This design comes from an exercise in tuning for small area, a short achievable clock period and few clock cycles on the open sky130 flow, not from production work.
Function was checked by simulation only, so behaviour that the tests miss may differ from the original.
Power and IR drop assume default switching activity.

--- run.sh ---
#!/bin/bash
# synth_recipe.tcl (not shown) runs the flow's synth.tcl, then flattens the netlist and writes it again
# the make line also repeats each setting of config.mk as NAME=value (left out here)
make -C /OpenROAD-flow-scripts/flow DESIGN_CONFIG=/design/flow/config.mk WORK_HOME=/design/flow/orfs CLKGATE_MAP_FILE= SYNTH_SCRIPT=/design/flow/synth_recipe.tcl finish
--- config.mk ---
export PLATFORM = sky130hd
export DESIGN_NAME = multicycle
export DESIGN_NICKNAME = multicycle
export VERILOG_FILES = /design/flow/design.v
export SDC_FILE = /design/flow/constraint.sdc
export NUM_CORES = 4
export LEC_CHECK = 0
export CAP_MARGIN = 20
export CORE_MARGIN = 2
export CORE_UTILIZATION = 40
export PLACE_DENSITY = 0.6
export SLEW_MARGIN = 20
--- constraint.sdc ---
create_clock -name core_clock -period 20.0 [get_ports {clk}]
set_input_delay 4.0000 -clock core_clock [delete_from_list [all_inputs] [get_ports {clk}]]
set_output_delay 4.0000 -clock core_clock [all_outputs]
set_load 0.01 [all_outputs]
--- design.v ---
`timescale 1ns/1ps
module alu
#(	parameter[3:0] 	LAND = 4'b0000,
			LOR  = 4'b0001,
			ADD  = 4'b0010,
			SUB  = 4'b0110,
			LESS = 4'b0111,
			LSHR = 4'b1000,
			LSHL = 4'b1001,
			ASHR = 4'b1010,
			LXOR = 4'b1101
)
(
input [31:0] op1,
input [31:0] op2,
input [3:0] alu_op,
output reg zero,
output reg [31:0] result
);
always @(op1, op2, alu_op)
begin
case(alu_op)
LAND:result = op1 & op2;
LOR: result = op1 | op2;
ADD: result = op1 + op2;
SUB: result = op1 - op2;
LESS: result = $signed(op1) < $signed(op2);
LSHR: result = op1 >> op2[4:0];
LSHL: result = op1 << op2[4:0];
ASHR: result = $unsigned($signed(op1) >>> op2[4:0]);
LXOR: result = op1 ^ op2;
default: result=0;
endcase
zero = ~|result ;
end
endmodule
`timescale 1ns/1ps
module regfile(
input clk,
input [4:0] readReg1, readReg2, writeReg,
input [31:0] writeData,
input  write,
output reg [31:0] readData1, readData2
);
integer i;
reg [31:0] Registers [0:31];
always @(posedge clk)
begin
	if (write) 
	begin
		Registers[writeReg] <= writeData;
	end
end
always @(negedge clk)
begin
	readData1 <= Registers[readReg1];
	readData2 <= Registers[readReg2];
end
endmodule
`timescale 1ns/1ps
module datapath
#(	parameter [31:0] INITIAL_PC = 32'h00400000
)
(
input clk, rst,
input [31:0] instr, dReadData,
input PCSrc, ALUSrc, RegWrite, MemToReg,
input [3:0] ALUCtrl,
input loadPC,
output reg [31:0] PC,
output zero,
output [31:0] dAddress, dWriteData, WriteBackData
);
wire [31:0] readData1, readData2, writeData, result, branchOffset;
reg [31:0] op2, dataMemMuxOut, immGenOut;
always @(posedge clk)
begin
if (rst) PC <= INITIAL_PC;
else if(loadPC)
	begin:PC_mux
		case(PCSrc)
		1'b0: PC <= PC + 32'h00000004;
		1'b1: PC <= PC + branchOffset;
		default: PC<=32'bx;  
		endcase
	end
end
regfile regfile1 (.readData1(readData1), .readData2(readData2), .clk(clk),
		  .readReg1(instr[19:15]), .readReg2(instr[24:20]), .writeReg(instr[11:7]),
		  .writeData(dataMemMuxOut), .write(RegWrite));
always @( * )
begin : opcode_case
	case(instr[6:0])
	7'b0010011: immGenOut = { {20{instr[31]}}, instr[31:20]};  
	7'b0000011: immGenOut = { {20{instr[31]}}, instr[31:20]};  
	7'b0100011: immGenOut = { {20{instr[31]}}, instr[31:25], instr[11:7]};  
	7'b1100011: immGenOut = { {20{instr[31]}}, instr[31], instr[7], instr[30:25], instr[11:8]};  
	default: immGenOut = 32'bx;  
	endcase
end
assign branchOffset = immGenOut << 1;
always @( * ) 
begin:ALU_mux
	case(ALUSrc)
		1'b0: op2 = readData2;
		1'b1: op2 = immGenOut;
		default: op2 = 32'bx;
	endcase
end
alu alu1 (.result(result), .zero(zero), .op1(readData1), .op2(op2), .alu_op(ALUCtrl));
assign dAddress = result;
always @( * ) 
begin:DataMemory_mux
	case(MemToReg)
		1'b0: dataMemMuxOut = result;
		1'b1: dataMemMuxOut = dReadData;
		default: dataMemMuxOut = 32'bx;
	endcase
end
assign WriteBackData = dataMemMuxOut;
assign dWriteData = readData2;
endmodule
`timescale 1ns/1ps
module multicycle
#(	parameter [31:0] INITIAL_PC = 32'h00400000
)
(
input clk, rst, 
input [31:0] instr, dReadData,
output reg MemRead, MemWrite,
output [31:0] PC, dAddress, dWriteData
);
localparam[3:0]	LAND = 4'b0000,
		LOR  = 4'b0001,
		ADD  = 4'b0010,
		SUB  = 4'b0110,
		LESS = 4'b0111,
		LSHR = 4'b1000,
		LSHL = 4'b1001,
		ASHR = 4'b1010,
		LXOR = 4'b1101;
wire zero;
reg ALUSrc, RegWrite, MemToReg, PCSrc, loadPC;
reg [3:0] ALUCtrl;
datapath #(INITIAL_PC) datapath1(.PC(PC), .zero(zero), .dAddress(dAddress), .dWriteData(dWriteData), .WriteBackData(),
			       .clk(clk), .rst(rst), .instr(instr), .dReadData(dReadData), .PCSrc(PCSrc),
			       .ALUSrc(ALUSrc), .RegWrite(RegWrite), .MemToReg(MemToReg), .ALUCtrl(ALUCtrl), .loadPC(loadPC));
reg [2:0] state, next_state;
parameter [2:0] IF  = 3'b001,
		ID  = 3'b010,
		EX  = 3'b011,
		MEM = 3'b100,
		WB  = 3'b101;
always @ ( posedge clk )
begin:STATE_MEMORY
	if(rst) 
		state <= IF;
	else 
		state <= next_state;
end
always @ ( state )
begin:NEXT_STATE_LOGIC
	case(state)
	IF: next_state = ID; 
	ID: next_state = EX;
	EX: next_state = MEM;
	MEM: next_state = WB;
	WB: next_state = IF;
	default: next_state=3'bxxx; 
	endcase
end
always @( instr )
begin : ALUCtrl_block
	casex( { instr[31:25] , instr[14:12] , instr[6:0] } )
	17'bxxxxxxx_xxx_0000011: ALUCtrl = ADD; 	 
	17'bxxxxxxx_xxx_0100011: ALUCtrl = ADD; 	 
	17'bxxxxxxx_xxx_1100011: ALUCtrl = SUB; 	 
	17'bxxxxxxx_000_0010011: ALUCtrl = ADD; 	 
	17'bxxxxxxx_010_0010011: ALUCtrl = LESS;	 
	17'bxxxxxxx_100_0010011: ALUCtrl = LXOR; 	 
	17'bxxxxxxx_110_0010011: ALUCtrl = LOR;		 
	17'bxxxxxxx_111_0010011: ALUCtrl = LAND;	 
	17'bxxxxxxx_001_0010011: ALUCtrl = LSHL;	 
	17'b0000000_101_0010011: ALUCtrl = LSHR;	 
	17'b0100000_101_0010011: ALUCtrl = ASHR; 	 
	17'b0000000_000_0110011: ALUCtrl = ADD; 	 
	17'b0100000_000_0110011: ALUCtrl = SUB; 	 
	17'bxxxxxxx_001_0110011: ALUCtrl = LSHL; 	 
	17'bxxxxxxx_010_0110011: ALUCtrl = LESS;	 
	17'bxxxxxxx_100_0110011: ALUCtrl = LXOR;	 
	17'b0000000_101_0110011: ALUCtrl = LSHR;	 
	17'b0100000_101_0110011: ALUCtrl = ASHR; 	 
	17'bxxxxxxx_110_0110011: ALUCtrl = LOR; 	 
	17'bxxxxxxx_111_0110011: ALUCtrl = LAND;	 
	default: ALUCtrl = 4'bx;
	endcase
end
always @( instr )
begin : ALUSrc_block
	case(instr[6:0])  
	7'b0000011: ALUSrc = 1'b1; 	 
	7'b0100011: ALUSrc = 1'b1; 	 
	7'b0010011: ALUSrc = 1'b1; 	 
	default: ALUSrc = 1'b0;
	endcase
end
always @( * )
begin
	if ( state == MEM ) begin
		case(instr[6:0])  
		7'b0000011: begin MemRead = 1'b1; MemWrite = 1'b0; end  
		7'b0100011: begin MemRead = 1'b0; MemWrite = 1'b1; end  
		default:
			begin
				MemRead = 1'b0;  
				MemWrite = 1'b0;  
			end
		endcase
	end else begin
		MemRead = 1'b0;  
		MemWrite = 1'b0;  
	end
end
always @( instr, state )
begin : RegWrite_block
	if( state == WB )begin
		if( instr[6:0] == 7'b1100011 || instr[6:0] == 7'b0100011 ) RegWrite = 1'b0;
		else RegWrite = 1'b1;
		end
	else RegWrite = 1'b0;
end
always @( instr )
begin : MemToReg_block
	if( instr[6:0] == 7'b0000011 ) MemToReg = 1'b1;  
	else MemToReg = 1'b0;
end
always @( state )
begin : loadPC_block
	if( state == WB ) loadPC = 1'b1;  
	else loadPC = 1'b0;
end
always @( instr, zero )
begin : PCSrc_block
	if( (instr[6:0] == 7'b1100011)   && zero) PCSrc = 1'b1;
	else PCSrc = 1'b0;
end
endmodule
==> results.yml <==
grt:
  grt_max_degree: 89
  grt_pass1_vias: 43300
  grt_pass1_wl_um: 332000
  grt_overflow_total: 0
  met2_usage: 0.471
  grt_antenna_before_repair: 21
  grt-busiest-layer: "met2"
  met1_usage: 0.389
  grtUsageMet3: 0.0387
  grt.total_usage: 0.290
setup_path:
  worstPathRequired_ns: 16.00
  cp.arrival_ns: 15.76
  path_class: "flop to output pin"
  cp-startpoint: "datapath1.regfile1.readData2[1]"
  r2r-start: "datapath1.regfile1.readData2[0]"
  crit_path_max_fanout: 6
  critPathLaunchType: "flop"
  crit_path_end_kind: "output pin"
sta:
  tightest_slew_ns: 1.07
  rsz0062_at_grt: "false"
  finalSetupTns_ns: 0
  finalMaxSlewViolations: 0
  finalClockSkew_ns: 0.0639
  timing_hold_violations_final: 0
  maxSlewHeadroom: 0.284
  setup-violations-final: 0
detailed_routing:
  vias_per_cell: 6.70
  drtAntennaViolNets: 0
  wl_per_cell_um: 35.5
  drc: 0
  firstDrtPassIters: 6
  drt-initial-drc-count: 5956
  wl_um: 236000
  via_count: 44500
synth:
  syn_inst: 4327
  synth_fp_nets: 4517
  synth_top_area_cell: "edfxtp_1"
  seq_area_frac_synth: 0.520
  yosys.area.top_type_share: 0.489
  synth_ff_type: "edfxtp_1"
  synth.ff_latch_count: 1122
  syn-mean-instance-area_um2: 14.5
  ys_top_cells_by_area: "edfxtp_1 49%, mux4_2 23%, dfxtp_1 3.1%, ha_1 2.4%, mux2_2 1.7%"
  async_reset_ff_frac: 0
  ys_warn_count: 4
  syn-cell-area_um2: 62900
  synth_edf_count: 1024
  synth_cell_types: 103
die:
  chipHeight_um: 400
  dieArea_um2: 160000
  start_util: 0.402
  fp.dieW_um: 400
  io-pin-count: 164
  rows: 145
  core_um2: 156000
min_path:
  hold_path_startpoint: "state[1]"
  hold_class: "flop to flop"
cells_and_area:
  multi_input_area_um2: 28800
  regArea_um2: 32700
  syn_to_final_growth_pct: 13.9
  finalCoreUtilization: 0.458
  final_nets: 4669
  drive_gt1_frac: 0.257
  nFillCells: 13600
power:
  p_int_mw: 4.72
  p_comb_frac: 0.241
  power_density_nw_per_um2: 96.2
  max-vdd-ir-drop_uv: 71.6
  power_switching_mw: 2.16
  power_leakage_nw: 23.5
  clockPowerShare: 0.336
  p_seq_frac: 0.423
  switching_share: 0.314
placement:
  dp_hpwl_um: 151000
  io_buffers: 162
  gp_congestion: 1.03
clock_tree:
  clk_pin_slew_worst_paths_ns: 0.06
  h-tree-depth: 3
  cts_buffers: 114
  cts_root_buf: "clkbuf_16"
  clock_path_buffers: 3
  cts_tree: "yes"
  cts_sinks: 1122
  clock_latency_ns: 0.76
flow_run:
  drv_cap: 0
run_status:
  status: "no timing/DRC/antenna violations"
-- power groups by stage --
stage	sequential [mW]	combinational (mW)	clock [mW]
2_1_floorplan	2.94	0.913	0.0197
3_3_place_gp	2.95	1.62	0.0197
3_5_place_dp	2.96	1.62	0.0197
4_1_cts	2.91	1.62	2.34
5_1_grt	2.91	1.74	2.44
6_report	2.91	1.66	2.31
-- layout by cell type (no fill, tap or decap), types with 50 or more instances in the layout --
cell type / netlist / layout
clkdlybuf4s50_1: 0 / 151
clkbuf_16: 0 / 119
nand3_1: 112 / 112
mux4_2: 642 / 642
o21ai_0: 176 / 175
nor2_1: 256 / 220
nor3_1: 92 / 91
mux2_2: 95 / 95
edfxtp_1: 1024 / 1024
nand2_1: 204 / 203
a211oi_1: 70 / 68
a31oi_1: 52 / 50
a21oi_1: 205 / 196
buf_4: 9 / 134
dfxtp_1: 98 / 98
o211ai_1: 58 / 58
inv_1: 122 / 184
ha_1: 122 / 122
-- per-stage QoR --
step	setup slack (ns)	instance area [um2]	instances	hold WS, ns	total power, mW
2_1_floorplan	1.41	62900	4327	0.487	3.87
3_3_place_gp	0.369	67300	6357	0.497	4.59
3_5_place_dp	0.306	67300	6357	0.532	4.59
4_1_cts	0.143	71500	6637	0.539	6.88
5_1_grt	0.0932	71600	6637	0.576	7.10
6_report	0.240	71600	6642	0.542	6.88
-- synth_stat cells, drive strengths merged, types with 14 or more instances --
master   count
a211oi      72
mux2        98
dfxtp       98
buf        140
a2111oi     19
nor2b       19
a31oi       53
clkbuf     190
nand2b      23
mux4       642
nor4        22
edfxtp    1024
nor2       259
a221oi      14
ha         122
nor3        92
o31ai       29
and2        19
xnor2       33
nand3      114
a21o        47
mux2i       31
o21ai      193
a21oi      206
or3         32
o21bai      15
nand2      205
and3        19
o22ai       17
o211ai      59
nand4       22
inv        126
-- area by class of cell --
class                   instances  share of cell area
clock buffers                 138              0.0426
repair buffers                303              0.0391
multi-input cells            2749               0.402
diodes                          5            0.000175
flip-flops and latches       1122               0.457
well taps                    2058              0.0360
clock inverters               142              0.0167
inverters                     125             0.00656
-- logic make-up after synthesis --
logic type,synth area share
AOI/OAI and AO/OA,0.0978
buffers and inverters,0.0292
adders and majority gates,0.0249
and+or+nand+nor,0.0689
muxes,0.253
xor gates and xnor gates,0.00627
other,0.0000597
DFF,0.520
-- worst paths after layout --
kind / endpoint / slack (ns) / cells after the start
min: state[2] / 0.54 / 2
max reg2reg: datapath1.PC[27] / 2.73 / 18
max: dAddress[31] / 0.24 / 19
min reg2reg: state[2] / 0.54 / 2
-- metal layers --
layer,vias to the layer above,share of wire
li1,18100,-
met1,23200,0.39
met2,2606,0.48
met3,490,0.084
met4,12,0.052
met5,-,0.00037
-- what timing repair did --
| action | CTS | global route |
|---|---|---|
| setup endpoints to repair | 3 | 3 |
| hold buffers | 0 | 0 |
| pin swaps | 1 | 0 |
| gates resized for setup | 2 | 3 |
| buffers inserted | 1 | 0 |
-- state kept, by name, indices dropped and copies added (netlist names) --
register / count
datapath1.PC: 31
datapath1.regfile1.readData1: 32
datapath1.regfile1.Registers: 1024
datapath1.regfile1.readData2: 32
state: 3
-- critical path, stage by stage, from the launching register on --
cell	delay (ns)
dfxtp_1	0.31
o21ai_1	0.28
nand2_2	0.15
ha_1	0.33
a21oi_1	0.30
o2111ai_1	0.25
a41oi_1	0.54
o211ai_1	0.18
buf_4	0.23
a21o_1	0.22
a211oi_1	0.24
o21bai_1	0.16
a21oi_1	0.19
o21bai_1	0.12
a21oi_1	0.17
nor2_1	0.06
nor2_1	0.13
xor2_1	0.10
o2111ai_2	0.41
clkdlybuf4s50_1	0.63
Testbench counts, summed over its fixed seeds: cycles 67,622.
